Context: an optimization exercise on an open-source flow, tuned for small area. The choices shown serve that exercise and are no tape-out recipe.
RTL that was checked went through simulation tests only; none was proved equivalent to the original.

==> 08-18: inputs <==
==> flow/design.v <==
module g_nand2(input logic a, input logic b, output logic y);
  assign y = ~(a & b);
endmodule
module g_nor2(input logic a, input logic b, output logic y);
  assign y = ~(a | b);
endmodule
module g_xor2(input logic a, input logic b, output logic y);
  assign y = a ^ b;
endmodule
module g_xnor2(input logic a, input logic b, output logic y);
  assign y = ~(a ^ b);
endmodule
module g_oai21(input logic a1, input logic a2, input logic b1, output logic y);
  assign y = ~((a1 | a2) & b1);
endmodule
module cell_p(input logic xn, input logic yn, input logic c, input logic sel,
              output logic nco, output logic m);
  logic g, p, h, u;
  g_nor2  u_g(.a(xn), .b(yn), .y(g));             
  g_nand2 u_p(.a(xn), .b(yn), .y(p));             
  g_oai21 u_c(.a1(c), .a2(g), .b1(p), .y(nco));   
  g_xnor2 u_h(.a(yn), .b(c), .y(h));              
  g_nand2 u_u(.a(sel), .b(h), .y(u));
  g_xor2  u_m(.a(xn), .b(u), .y(m));              
endmodule
module cell_n(input logic x, input logic y, input logic nc, input logic sel,
              output logic co, output logic mn);
  logic gn, pn, h, u;
  g_nand2 u_g(.a(x), .b(y), .y(gn));              
  g_nor2  u_p(.a(x), .b(y), .y(pn));              
  g_oai21 u_c(.a1(pn), .a2(nc), .b1(gn), .y(co));  
  g_xnor2 u_h(.a(y), .b(nc), .y(h));              
  g_nand2 u_u(.a(sel), .b(h), .y(u));
  g_xor2  u_m(.a(x), .b(u), .y(mn));              
endmodule
module col_x0(input logic a, input logic b, input logic a1, input logic c, input logic [3:0] t,
              input logic shr, input logic hold, output logic xn);
  assign xn = ~(t[{a, b}] | (shr & a1) | (hold & c));
endmodule
module col_y(input logic a, input logic b, input logic ma, input logic mb, input logic mnb,
             output logic y);
  assign y = (ma & a) | (mb & b) | (mnb & ~b);
endmodule
module col_yn(input logic a, input logic b, input logic ma, input logic mb, input logic mnb,
              output logic yn);
  assign yn = ~((ma & a) | (mb & b) | (mnb & ~b));
endmodule
module row_sel(input logic mb, input logic dz, input logic co, output logic sel);
  assign sel = mb | (dz & co);
endmodule
module out_d(input logic q, input logic r, input logic qs, input logic rs, output logic d);
  assign d = (qs & q) | (rs & r);
endmodule
module g_maj3(input logic a, input logic b, input logic c, output logic y);
  assign y = (a & b) | (c & (a | b));
endmodule
module breadboard(input logic clk, input logic reset, input logic [31:0] A, input logic [31:0] B,
                  input logic [3:0] opcode, output logic [31:0] C, output logic ERR_out);
  logic op_hold, op_add, op_sub, op_mul, op_quo, op_rem, op_div, op_shl, op_shr;
  assign op_hold = opcode == 4'h0;
  assign op_add  = opcode == 4'h1;
  assign op_sub  = opcode == 4'h2;
  assign op_mul  = opcode == 4'h3;
  assign op_quo  = opcode == 4'h4;
  assign op_rem  = opcode == 4'h5;
  assign op_div  = op_quo | op_rem;
  assign op_shl  = opcode == 4'hD;
  assign op_shr  = opcode == 4'hE;
  logic [3:0] tt;   
  always_comb begin
    case (opcode)
      4'h1, 4'h2, 4'h4, 4'h5, 4'hD: tt = 4'b1100;  
      4'h6: tt = 4'b1000;   
      4'h7: tt = 4'b1110;   
      4'h8: tt = 4'b0110;   
      4'h9: tt = 4'b0101;   
      4'hA: tt = 4'b0111;   
      4'hB: tt = 4'b0001;   
      4'hC: tt = 4'b1001;   
      default: tt = 4'b0000;
    endcase
  end
  logic [31:0] A_hi;
  assign A_hi = {1'b0, A[31:1]};
  logic [31:0] x0n;
  genvar k, i;
  generate
    for (i = 0; i < 32; i++) begin : g_x0
      col_x0 u(.a(A[i]), .b(B[i]), .a1(A_hi[i]), .c(C[i]), .t(tt), .shr(op_shr), .hold(op_hold),
               .xn(x0n[i]));
    end
  endgenerate
  logic [31:0] Yv;
  logic cin, y_a, y_b, y_nb;
  assign y_a  = op_mul | op_shl;
  assign y_nb = op_div | op_sub;
  assign y_b  = ~y_a & ~y_nb;
  assign cin  = y_nb;
  generate
    for (i = 0; i < 32; i++) begin : g_y
      if (i % 2 == 0) begin : g_e
        col_yn u(.a(A[i]), .b(B[i]), .ma(y_a), .mb(y_b), .mnb(y_nb), .yn(Yv[i]));
      end else begin : g_o
        col_y  u(.a(A[i]), .b(B[i]), .ma(y_a), .mb(y_b), .mnb(y_nb), .y(Yv[i]));
      end
    end
  endgenerate
  logic [31:0] bz;
  assign bz[0] = 1'b1;
  generate
    for (k = 1; k < 32; k++) begin : g_bz
      assign bz[k] = bz[k-1] & ~B[32-k];
    end
  endgenerate
  logic [31:0] r [0:32];
  logic [31:0] sel;
  assign r[32] = x0n;
  generate
    for (k = 31; k >= 0; k--) begin : g_row
      localparam int W = 32 - k;
      logic [W:0] c;      
      logic co;
      assign c[0] = cin;
      for (i = 0; i < W; i++) begin : g_bit
        if (i % 2 == 0) begin : g_e
          cell_p u(.xn(r[k+1][k+i]), .yn(Yv[i]), .c(c[i]), .sel(sel[k]), .nco(c[i+1]), .m(r[k][k+i]));
        end else begin : g_o
          cell_n u(.x(r[k+1][k+i]), .y(Yv[i]), .nc(c[i]), .sel(sel[k]), .co(c[i+1]), .mn(r[k][k+i]));
        end
      end
      if (W % 2 == 0) begin : g_ce
        assign co = c[W];
      end else begin : g_co
        assign co = ~c[W];
      end
      if (k == 0) begin : g_last
        row_sel u_sel(.mb((op_mul & B[k]) | op_add | op_sub | op_shl), .dz(op_div), .co(co), .sel(sel[k]));
      end else begin : g_mid
        row_sel u_sel(.mb(op_mul & B[k]), .dz(op_div & bz[k]), .co(co), .sel(sel[k]));
      end
      if (k > 0) begin : g_low
        assign r[k][k-1:0] = r[k+1][k-1:0];
      end
    end
  endgenerate
  logic [31:0] rem;
  assign rem = r[0] ^ 32'hAAAAAAAA;
  logic [31:0] d;
  logic q_s, r_s;
  assign q_s = op_quo & ~reset;
  assign r_s = ~op_quo & ~reset;
  generate
    for (i = 0; i < 32; i++) begin : g_d
      out_d u(.q(sel[i]), .r(rem[i]), .qs(q_s), .rs(r_s), .d(d[i]));
    end
  endgenerate
  logic [32:0] ec;
  assign ec[0] = 1'b0;
  generate
    for (i = 0; i < 32; i++) begin : g_err
      g_maj3 u(.a(A[i]), .b(B[i]), .c(ec[i]), .y(ec[i+1]));
    end
  endgenerate
  always_ff @(posedge clk) begin
    C <= d;
    ERR_out <= ec[32];
  end
endmodule
==> flow/run.sh <==
#!/bin/bash
# synth_recipe.tcl (not shown) runs the flow's synth.tcl, then flattens the netlist and writes it again
# the make line also repeats each setting of config.mk as NAME=value (left out here)
make -C /OpenROAD-flow-scripts/flow DESIGN_CONFIG=/design/flow/config.mk WORK_HOME=/design/flow/orfs CLKGATE_MAP_FILE= SYNTH_SCRIPT=/design/flow/synth_recipe.tcl finish
==> flow/config.mk <==
export PLATFORM = sky130hd
export DESIGN_NAME = breadboard
export DESIGN_NICKNAME = breadboard
export VERILOG_FILES = /design/flow/design.v
export SDC_FILE = /design/flow/constraint.sdc
export NUM_CORES = 4
export LEC_CHECK = 0
export CAP_MARGIN = 20
export CORE_MARGIN = 2
export CORE_UTILIZATION = 40
export SLEW_MARGIN = 20
export SYNTH_HIERARCHICAL = 1
==> flow/constraint.sdc <==
create_clock -name core_clock -period 150.0 [get_ports {clk}]
set_input_delay 30.0000 -clock core_clock [delete_from_list [all_inputs] [get_ports {clk}]]
set_output_delay 30.0000 -clock core_clock [all_outputs]
set_load 0.01 [all_outputs]
==> 12-28 (differences from 08-18) <==
==> flow/design.v, changed modules only <==
module col_x0(input logic a, input logic b, input logic [3:0] tn, output logic xn);
  assign xn = tn[{a, b}];
endmodule
module col_y(input logic a, input logic a1, input logic b, input logic c, input logic ma,
             input logic ms, input logic mc, input logic mnbn, output logic y);
  logic h1, h2;
  assign h1 = ~((ma & a) | (ms & a1));
  assign h2 = ~((mc & c) | (~b & ~mnbn));
  assign y  = ~(h1 & h2);
endmodule
module col_yn(input logic a, input logic a1, input logic b, input logic c, input logic ma,
              input logic ms, input logic mc, input logic mnbn, output logic yn);
  logic q1, q2, q3;
  g_a22o u_1(.a1(ma), .a2(a), .b1(ms), .b2(a1), .y(q1));
  g_a21o u_2(.a1(mc), .a2(c), .b1(q1), .y(q2));
  g_nor2 u_3(.a(mnbn), .b(b), .y(q3));             
  g_nor2 u_4(.a(q2), .b(q3), .y(yn));
endmodule
module g_a22o(input logic a1, input logic a2, input logic b1, input logic b2, output logic y);
  assign y = (a1 & a2) | (b1 & b2);
endmodule
module g_a21o(input logic a1, input logic a2, input logic b1, output logic y);
  assign y = (a1 & a2) | b1;
endmodule
module row_sel_p(input logic m, input logic b, input logic dz, input logic co, output logic sel);
  assign sel = (m & b) | (dz & co);
endmodule
module breadboard(input logic clk, input logic reset, input logic [31:0] A, input logic [31:0] B,
                  input logic [3:0] opcode, output logic [31:0] C, output logic ERR_out);
  logic op_hold, op_add, op_sub, op_mul, op_quo, op_rem, op_div, op_shl, op_shr;
  assign op_hold = opcode == 4'h0;
  assign op_add  = opcode == 4'h1;
  assign op_sub  = opcode == 4'h2;
  assign op_mul  = opcode == 4'h3;
  assign op_quo  = opcode == 4'h4;
  assign op_rem  = opcode == 4'h5;
  assign op_div  = op_quo | op_rem;
  assign op_shl  = opcode == 4'hD;
  assign op_shr  = opcode == 4'hE;
  logic op_ass;   
  assign op_ass  = op_add | op_sub | op_shl | op_hold | op_shr;
  logic [3:0] tt, tn;   
  always_comb begin
    case (opcode)
      4'h2, 4'h4, 4'h5, 4'hD: tt = 4'b1100;  
      4'h1: tt = 4'b1010;   
      4'h6: tt = 4'b1000;   
      4'h7: tt = 4'b1110;   
      4'h8: tt = 4'b0110;   
      4'h9: tt = 4'b0101;   
      4'hA: tt = 4'b0111;   
      4'hB: tt = 4'b0001;   
      4'hC: tt = 4'b1001;   
      default: tt = 4'b0000;
    endcase
  end
  assign tn = ~tt;
  logic [31:0] x0n;
  genvar k, i;
  generate
    for (i = 0; i < 32; i++) begin : g_x0
      col_x0 u(.a(A[i]), .b(B[i]), .tn(tn), .xn(x0n[i]));
    end
  endgenerate
  logic [31:0] A_hi;
  assign A_hi = {1'b0, A[31:1]};
  logic [31:0] Yv;
  logic cin, y_a, y_nb, y_c, y_s;
  assign y_a  = op_mul | op_add | op_shl;
  assign y_nb = op_div | op_sub;
  assign y_c  = op_hold;
  assign y_s  = op_shr;
  assign cin  = y_nb;
  generate
    for (i = 0; i < 32; i++) begin : g_y
      if (i % 2 == 0) begin : g_e
        col_yn u(.a(A[i]), .a1(A_hi[i]), .b(B[i]), .c(C[i]), .ma(y_a), .ms(y_s), .mc(y_c),
                 .mnbn(~y_nb), .yn(Yv[i]));
      end else begin : g_o
        col_y  u(.a(A[i]), .a1(A_hi[i]), .b(B[i]), .c(C[i]), .ma(y_a), .ms(y_s), .mc(y_c),
                 .mnbn(~y_nb), .y(Yv[i]));
      end
    end
  endgenerate
  logic [31:0] dz;
  assign dz[0] = op_div;
  generate
    for (k = 1; k < 32; k++) begin : g_dz
      assign dz[k] = dz[k-1] & ~B[32-k];
    end
  endgenerate
  logic [31:0] r [0:32];
  logic [31:0] sel;
  assign r[32] = x0n;
  generate
    for (k = 31; k >= 0; k--) begin : g_row
      localparam int W = 32 - k;
      logic [W:0] c;      
      assign c[0] = cin;
      for (i = 0; i < W; i++) begin : g_bit
        if (i % 2 == 0) begin : g_e
          cell_p u(.xn(r[k+1][k+i]), .yn(Yv[i]), .c(c[i]), .sel(sel[k]), .nco(c[i+1]), .m(r[k][k+i]));
        end else begin : g_o
          cell_n u(.x(r[k+1][k+i]), .y(Yv[i]), .nc(c[i]), .sel(sel[k]), .co(c[i+1]), .mn(r[k][k+i]));
        end
      end
      if (W % 2 == 0) begin : g_ce
        if (k == 0) begin : g_last
          row_sel_p u_sel(.m(op_mul | op_ass), .b(B[k] | op_ass), .dz(dz[k]), .co(c[W]), .sel(sel[k]));
        end else begin : g_mid
          row_sel_p u_sel(.m(op_mul), .b(B[k]), .dz(dz[k]), .co(c[W]), .sel(sel[k]));
        end
      end else begin : g_co
        logic co;
        g_nor2 u_co(.a(~dz[k]), .b(c[W]), .y(co));      
        g_a21o u_sel(.a1(op_mul), .a2(B[k]), .b1(co), .y(sel[k]));
      end
      if (k > 0) begin : g_low
        assign r[k][k-1:0] = r[k+1][k-1:0];
      end
    end
  endgenerate
  logic [31:0] d;
  logic q_s, r_s;
  assign q_s = op_quo & ~reset;
  assign r_s = ~op_quo & ~reset;
  generate
    for (i = 0; i < 32; i++) begin : g_d
      if (i % 2 == 0) begin : g_e
        out_d  u(.q(sel[i]), .r(r[0][i]), .qs(q_s), .rs(r_s), .d(d[i]));
      end else begin : g_o
        logic rs;
        g_nor2 u_r(.a(~r_s), .b(r[0][i]), .y(rs));
        g_a21o u(.a1(q_s), .a2(sel[i]), .b1(rs), .y(d[i]));
      end
    end
  endgenerate
  logic [32:0] ec;
  assign ec[0] = 1'b0;
  generate
    for (i = 0; i < 32; i++) begin : g_err
      g_maj3 u(.a(A[i]), .b(B[i]), .c(ec[i]), .y(ec[i+1]));
    end
  endgenerate
  always_ff @(posedge clk) begin
    C <= d;
    ERR_out <= ec[32];
  end
endmodule
// module row_sel removed
==> flow/flow/run.sh (new file) <==
#!/bin/bash
# Standard layout, with the timing repair limited to resizing and buffering
# (no pin swaps, no gate cloning).
cp standard.sh standard_sh.txt
export SKIP_PIN_SWAP=1
export SKIP_GATE_CLONING=1
bash standard.sh > standard.log 2>&1
==> flow/standard.sh (new file) <==
#!/bin/bash
# synth_recipe.tcl (not shown) runs the flow's synth.tcl, then flattens the netlist and writes it again
# the make line also repeats each setting of config.mk as NAME=value (left out here)
make -C /OpenROAD-flow-scripts/flow DESIGN_CONFIG=/design/flow/config.mk WORK_HOME=/design/flow/orfs CLKGATE_MAP_FILE= SYNTH_SCRIPT=/design/flow/synth_recipe.tcl "${@:-finish}"
removed: flow/run.sh
==> 06-13 (differences from 08-18) <==
--- a/flow/config.mk
+++ b/flow/config.mk
@@ -9,3 +9,4 @@
 export CORE_MARGIN = 2
-export CORE_UTILIZATION = 40
+export CORE_UTILIZATION = 65
+export PLACE_DENSITY = 0.75
 export SLEW_MARGIN = 20
==> summary.md <==
| Metric | Value |
|---|---|
| Status | `finished clean` |
| Setup WS pre-CTS | `594 ps` |
| Cell area after layout | `approximately 25000 sq um` |
| Layout Utilization | `0.475` |
| Total die area | `55800 sq um` |
| Net Sw Frac | `0.565` |
| Post-Synth Simple-Gate Area | `0.312` |
| Synthesized instance count | `3586` |
# the run above: 12-28

==> summary.md <==
| Metric | Value |
|---|---|
| Net Sw Frac | `0.555` |
| Post-Layout Cell Count | `4545` |
| Status | `finished clean` |
| Post-Synth Simple-Gate Area | `0.308` |
| Worst-margin pin slew | `1010 ps` |
| Synthesized instance count | `3593` |
| Inst Count DP | `4536` |
| Cell area after layout | `25800 sq um` |
# the run above: 08-18

==> summary.md <==
| Metric | Value |
|---|---|
| Synth Area in XOR/XNOR | `0.416` |
| Setup WS pre-CTS | `roughly 1700 ps` |
| Status | `finished clean` |
| Total die area | `35700 sq um` |
| Slowest Stage Delay on Critical Path | `just under 600 ps` |
| Mapped Area | `approximately 22000 sq um` |
| Net Sw Frac | `0.555` |
| Synthesized instance count | `approximately 3600` |
| Worst-margin pin slew | `1040 ps` |
| Asr flop ratio synth | `0` |
# the run above: 06-13

No functional check of the RTL was part of 08-18 and 06-13.

[separate check: timing with driven ports]
The results above use ideal ports. As a check the final layouts listed here were re-extracted and re-timed, cells and wires unchanged. Step 1 assumes that a clkbuf_16 drives the clock port and a buf_2 every other input. Step 2 also shifts input and output timing later by t, the mid clock arrival at the registers, as if the neighbouring blocks saw the same clock. Three values: ideal, step 1, step 2; two values: the first two.
| run | shift t [ns] | slack for setup (ns) | hold slack, ns | worst register clock-pin slew, ns | pins driven straight from the clock port |
|---|---|---|---|---|---|
| 08-18 | 0.332 | 12.029 / 12.041 / 11.709 | 0.748 / 0.748 / 0.748 | 0.07 / 0.07 | 1 |
| 12-28 | 0.334 | 11.803 / 11.820 / 11.486 | 0.998 / 0.998 / 0.998 | 0.07 / 0.07 | 1 |
| 06-13 | 0.329 | 9.374 / 9.377 / 9.048 | 0.725 / 0.725 / 0.725 | 0.06 / 0.06 | 1 |
After both steps every run listed still meets setup and hold. The setup slack of 06-13, which loses most, moves by +0.003 ns with the drivers and by -0.326 ns with both steps.
